Source: an optimization exercise on an open RTL-to-GDS flow (aim: small area, a short achievable clock period and few clock cycles per item). Production flows keep margins and buffers that such runs may drop. The RTL was checked by simulation tests, not by an equivalence proof against the original design. Power and IR drop assume default switching activity.

==> flow/design.v <==
module gcd #(
    parameter S = 1              
)(
    input           clk,
    input           rst_n,
    input [7:0]     a,
    input [7:0]     b,
    input           start,       
    input           res_fetch,   
    output          res_rdy,     
    output [7:0]    res          
);
reg  [7:0] x, y;
reg  [2:0] k;
reg        busy;
wire yz = (y == 8'd0);
wire kz = (k == 3'd0);
wire x0 = x[0];
wire y0 = y[0];
assign res_rdy = busy & yz & kz;
assign res     = x;
wire [6:0] p  = x[7:1];
wire [6:0] q  = y[7:1];
wire       ge = (p >= q);
wire [6:0] ad = ge ? (p - q) : (q - p);
wire [6:0] d1 = ~x0 ? p : (~y0 ? q : ad);
wire       both_even = ~x0 & ~y0;
wire [7:0] ysh = (S > 1 && ~d1[0] && ~both_even) ? {2'b0, d1[6:1]} : {1'b0, d1};
always @(posedge clk) begin
    if (~rst_n)
        busy <= 1'b0;
    else if (~busy)
        busy <= start;
    else if (res_rdy & res_fetch)
        busy <= 1'b0;
end
always @(posedge clk) begin
    if (~busy) begin
        x <= a;
        y <= b;
        k <= 3'd0;
    end else if (yz) begin
        if (~kz) begin
            x <= {x[6:0], 1'b0};
            k <= k - 3'd1;
        end
    end else begin
        y <= ysh;
        if (~x0) begin
            x <= y0 ? y : {1'b0, y[7:1]};
            if (~y0)
                k <= k + 3'd1;
        end else if (y0 & ge) begin
            x <= y;
        end
    end
end
endmodule
==> flow/config.mk <==
export PLATFORM = sky130hd
export DESIGN_NAME = gcd
export DESIGN_NICKNAME = gcd
export VERILOG_FILES = /design/flow/design.v
export SDC_FILE = /design/flow/constraint.sdc
export NUM_CORES = 4
export LEC_CHECK = 0
export CAP_MARGIN = 20
export CORE_MARGIN = 2
export CORE_UTILIZATION = 40
export SLEW_MARGIN = 20
==> flow/constraint.sdc <==
create_clock -name core_clock -period 4.0 [get_ports {clk}]
set_input_delay 0.8000 -clock core_clock [delete_from_list [all_inputs] [get_ports {clk}]]
set_output_delay 0.8000 -clock core_clock [all_outputs]
set_load 0.01 [all_outputs]
run.sh (not shown) runs the stock make flow with config.mk's settings and CLKGATE_MAP_FILE= SYNTH_SCRIPT=/design/flow/synth_recipe.tcl, a recipe that flattens the netlist after the stock synthesis.
Testbench counts at the start, summed over its fixed seeds: cycles 96,964, items 8,000.
==> next run, changes <==
--- a/flow/design.v
+++ b/flow/design.v
@@ -1,8 +1,8 @@
 module gcd #(
-    parameter S = 1              
+    parameter S = 2              
 )(
     input           clk,
     input           rst_n,
     input [7:0]     a,
     input [7:0]     b,
     input           start,       
After rerunning:
- final cell count climbs by roughly a tenth
- setup slack degrades by 120 ps
- hold slack is worse by 10 ps
- synthesized area rose by roughly a tenth
- non-clock buffer count goes up by 4
- sequential share of layout area went down by 2.4 points
- count of clock-buffer cells in the layout rose by 1
Testbench counts after the change, summed over its fixed seeds: cycles 76,406, items 8,000.


Another version of the RTL of gcd (not shown whole).
Size in the first run: about 280 cells after synthesis, about 25 flip-flops, roughly 0.0019 sq mm of cells after synthesis.
==> module gcd, before the edit <==
module gcd (
    input           clk,
    input           rst_n,
    input [7:0]     a,
    input [7:0]     b,
    input           start,       
    input           res_fetch,   
    output          res_rdy,     
    output [7:0]    res          
);
reg  [7:0] x, y;
reg  [2:0] k;
reg        busy;
reg        rdy;
reg        yz;           
reg        xo;           
reg        mx;           
reg        my;           
assign res = x;
wire x0 = x[0];
wire y0 = y[0];
wire kz = (k == 3'd0);
wire both_even = ~x0 & ~y0;
wire yis1 = (y == 8'd1);
wire sb = (yz | xo) & ~kz;               
wire [6:0] p = x[7:1] & {7{mx}};
wire [6:0] q = y[7:1] & {7{my}};
wire [6:0] t = ~(p ^ q);
wire [27:0] gg;                                  
wire [27:0] pp;
assign gg[6:0] = p & ~q;
assign pp[6:0] = t;
genvar l, i;
generate
    for (l = 1; l <= 3; l = l + 1) begin : lv
        for (i = 0; i < 7; i = i + 1) begin : bt
            if (i >= (1 << (l - 1))) begin : jn
                assign gg[7*l+i] = gg[7*(l-1)+i] | (pp[7*(l-1)+i] & gg[7*(l-1)+i-(1 << (l - 1))]);
                assign pp[7*l+i] = pp[7*(l-1)+i] & pp[7*(l-1)+i-(1 << (l - 1))];
            end else begin : kp
                assign gg[7*l+i] = gg[7*(l-1)+i];
                assign pp[7*l+i] = pp[7*(l-1)+i];
            end
        end
    end
endgenerate
wire [6:0] G  = gg[27:21];
wire [6:0] P  = pp[27:21];
wire [6:0] c0 = {G[5:0], 1'b0};                  
wire [6:0] c1 = {G[5:0] | P[5:0], 1'b1};         
wire [6:0] d1 = t ^ c1;                          
wire [6:0] d2 = ~(t ^ c0);                       
wire       ge = G[6] | P[6];                     
wire       eq = P[6];                            
wire       s2  = t[0] & ~t[1] & ~both_even;
wire       s3  = t[0] & t[1] & ~both_even;
wire [7:0] y1  = s3 ? {3'b0, d1[6:2]} : s2 ? {2'b0, d1[6:1]} : {1'b0, d1};
wire [7:0] y2  = s3 ? {3'b0, d2[6:2]} : s2 ? {2'b0, d2[6:1]} : {1'b0, d2};
wire [7:0] yn  = ge ? y1 : y2;
wire       yn0 = ~t[0] | ~(t[1] & t[2]);         
assign res_rdy = rdy;
always @(posedge clk) begin
    if (~rst_n) begin
        busy <= 1'b0;
        rdy  <= 1'b0;
    end else if (~busy) begin
        busy <= start;
        rdy  <= start & ((b == 8'd0) | (a == 8'd1));
    end else if (res_rdy & res_fetch) begin
        busy <= 1'b0;
        rdy  <= 1'b0;
    end else if (yz | sb) begin
        rdy  <= (k[2:1] == 2'd0);
    end else begin
        rdy  <= kz & ~both_even & (eq | (ge ? yis1 : xo));
    end
end
always @(posedge clk) begin
    if (~busy) begin
        y  <= b;
        yz <= (b == 8'd0);
        mx <= (~a[0] | b[0]) & (b != 8'd0);
        my <= a[0];
        xo <= (a == 8'd1);
    end else begin
        y  <= sb ? 8'd0 : yn;
        yz <= eq | sb;
        if (yz | sb) begin
            mx <= 1'b0;
            my <= kz & x0;
            xo <= kz & xo;
        end else if (both_even) begin
            mx <= (~y[1] | x[1]) & ~eq;
            my <= y[1];
            xo <= (y[7:1] == 7'd1);
        end else begin
            mx <= yn0;
            my <= 1'b1;
            xo <= ge ? yis1 : xo;
        end
    end
end
always @(posedge clk) begin
    if (~busy) begin
        x <= a;
        k <= 3'd0;
    end else if (yz | sb) begin
        if (~kz) begin
            x <= {x[6:0], 1'b0};
            k <= k - 3'd1;
        end
    end else if (both_even) begin
        x <= {1'b0, y[7:1]};
        k <= k + 3'd1;
    end else if (ge) begin
        x <= y;
    end
end
endmodule
clock: 4.0 ns
lec_check: 0
cap_margin: 20
core_margin: 2
core_utilization: 40
slew_margin: 20
standard.sh (not shown) runs the stock make flow with config.mk's settings and CLKGATE_MAP_FILE= SYNTH_SCRIPT=/design/flow/synth_recipe.tcl, a recipe that flattens the netlist after the stock synthesis.
==> flow/flow/run.sh <==
#!/bin/bash
# Layout flow: the standard flow (standard.sh) with these changes:
#  - synthesis maps the logic with flow/abc.script, an area-recovering ABC
#    script with a 1.3 ns delay target, instead of ORFS's speed script, and
#    does not map adders to the full/half adder cells;
#  - the port buffers are sky130_fd_sc_hd__buf_1;
#  - repair_timing aims for 1.7 ns of setup slack but only sizes gates up and
#    swaps pins (no buffering), which upsizes the weak gates that drive large
#    loads without growing the design much.
# Everything else, the registers included, is the standard flow's.
set -euo pipefail
work=$(pwd)
export FLOW_WORK=$work
export MY_ABC_SCRIPT=$work/flow/abc.script
bash standard.sh \
  SYNTH_SCRIPT=$work/flow/synth.tcl \
  ADDER_MAP_FILE= \
  "BUFFER_PORTS_ARGS=-buffer_cell sky130_fd_sc_hd__buf_1" \
  SETUP_SLACK_MARGIN=1.7 \
  SETUP_MOVE_SEQUENCE=sizeup,swap \
  finish > $work/flow_make.log 2>&1
==> flow/flow/abc.script <==
strash
balance
rewrite
refactor
balance
rewrite
rewrite -z
balance
refactor -z
rewrite -z
balance
dch -f
map -D 1300
upsize -D 1300
dnsize -D 1300
topo
==> flow/flow/synth.tcl <==
# The standard flow's synthesis script (synth_recipe.tcl) with one change: ABC maps the logic
# with the script in $::env(MY_ABC_SCRIPT) instead of ORFS's speed script.
proc abc {args} {
  set i [lsearch $args -script]
  if {$i >= 0} {
    set args [lreplace $args [expr {$i + 1}] [expr {$i + 1}] $::env(MY_ABC_SCRIPT)]
  }
  puts "abc (flow/synth.tcl): $args"
  yosys abc {*}$args
}
source $::env(FLOW_WORK)/synth_recipe.tcl
Testbench counts at the start, summed over its fixed seeds: cycles 58,916, items 8,000.
Then changed:
--- a/flow/design.v
+++ b/flow/design.v
@@ -51,14 +51,13 @@
 wire [6:0] d1 = t ^ c1;                          
 wire [6:0] d2 = ~(t ^ c0);                       
 wire       ge = G[6] | P[6];                     
 wire       eq = P[6];                            
-wire       s2  = t[0] & ~t[1] & ~both_even;
-wire       s3  = t[0] & t[1] & ~both_even;
-wire [7:0] y1  = s3 ? {3'b0, d1[6:2]} : s2 ? {2'b0, d1[6:1]} : {1'b0, d1};
-wire [7:0] y2  = s3 ? {3'b0, d2[6:2]} : s2 ? {2'b0, d2[6:1]} : {1'b0, d2};
+wire       s2  = t[0] & ~both_even;
+wire [7:0] y1  = s2 ? {2'b0, d1[6:1]} : {1'b0, d1};
+wire [7:0] y2  = s2 ? {2'b0, d2[6:1]} : {1'b0, d2};
 wire [7:0] yn  = ge ? y1 : y2;
-wire       yn0 = ~t[0] | ~(t[1] & t[2]);         
+wire       yn0 = ~t[0] | ~t[1];                  
 assign res_rdy = rdy;
 always @(posedge clk) begin
     if (~rst_n) begin
         busy <= 1'b0;
Die area came out lower by a few percent.
Total power went down by roughly a tenth.
Synthesized cell count decreases by a few percent.
Cell count came out lower by a few percent.
Via count is lower by a few percent.
Setup slack is better by 0.029 ns.
Global-route usage goes down by 1.3 points.
Sequential cell count does not change.
Clock skew went down by 0.0098 ns.
Testbench counts after the change, summed over its fixed seeds: cycles 63,362, items 8,000.

==> separate check: timing with driven ports <==
The results above use ideal ports. As a check the final layouts listed here were re-extracted and re-timed, cells and wires unchanged. Step 1 (the two cells are an assumption about what drives the block):
set clk [get_ports {clk}]
set_driving_cell -lib_cell sky130_fd_sc_hd__clkbuf_16 $clk
set_driving_cell -lib_cell sky130_fd_sc_hd__buf_2 [delete_from_list [all_inputs] $clk]
Step 2 moves the port delays by t, midway between the first and last clock arrival at a register: inputs arrive t later, outputs are due t later. That takes back most of the time a late clock gives input paths. Three values: no drivers, after step 1, after step 2; two values: the first two.
| run | t (ns) | setup WS [ns] | worst slew at a driven data input, ns | cell pins on the clock port's net |
|---|---|---|---|---|
| the first run of note 1 | 0.286 | 0.829 / 0.805 / 1.092 | 0.04 | 1 |
| the second run of note 1 | 0.288 | 0.709 / 0.683 / 0.940 | 0.03 | 1 |
| the first run of note 2 | 0.297 | 1.868 / 1.868 / 1.868 | 0.03 | 1 |
| the second run of note 2 | 0.294 | 1.897 / 1.897 / 1.897 | 0.03 | 1 |
After both steps setup and hold are still met in every run listed.
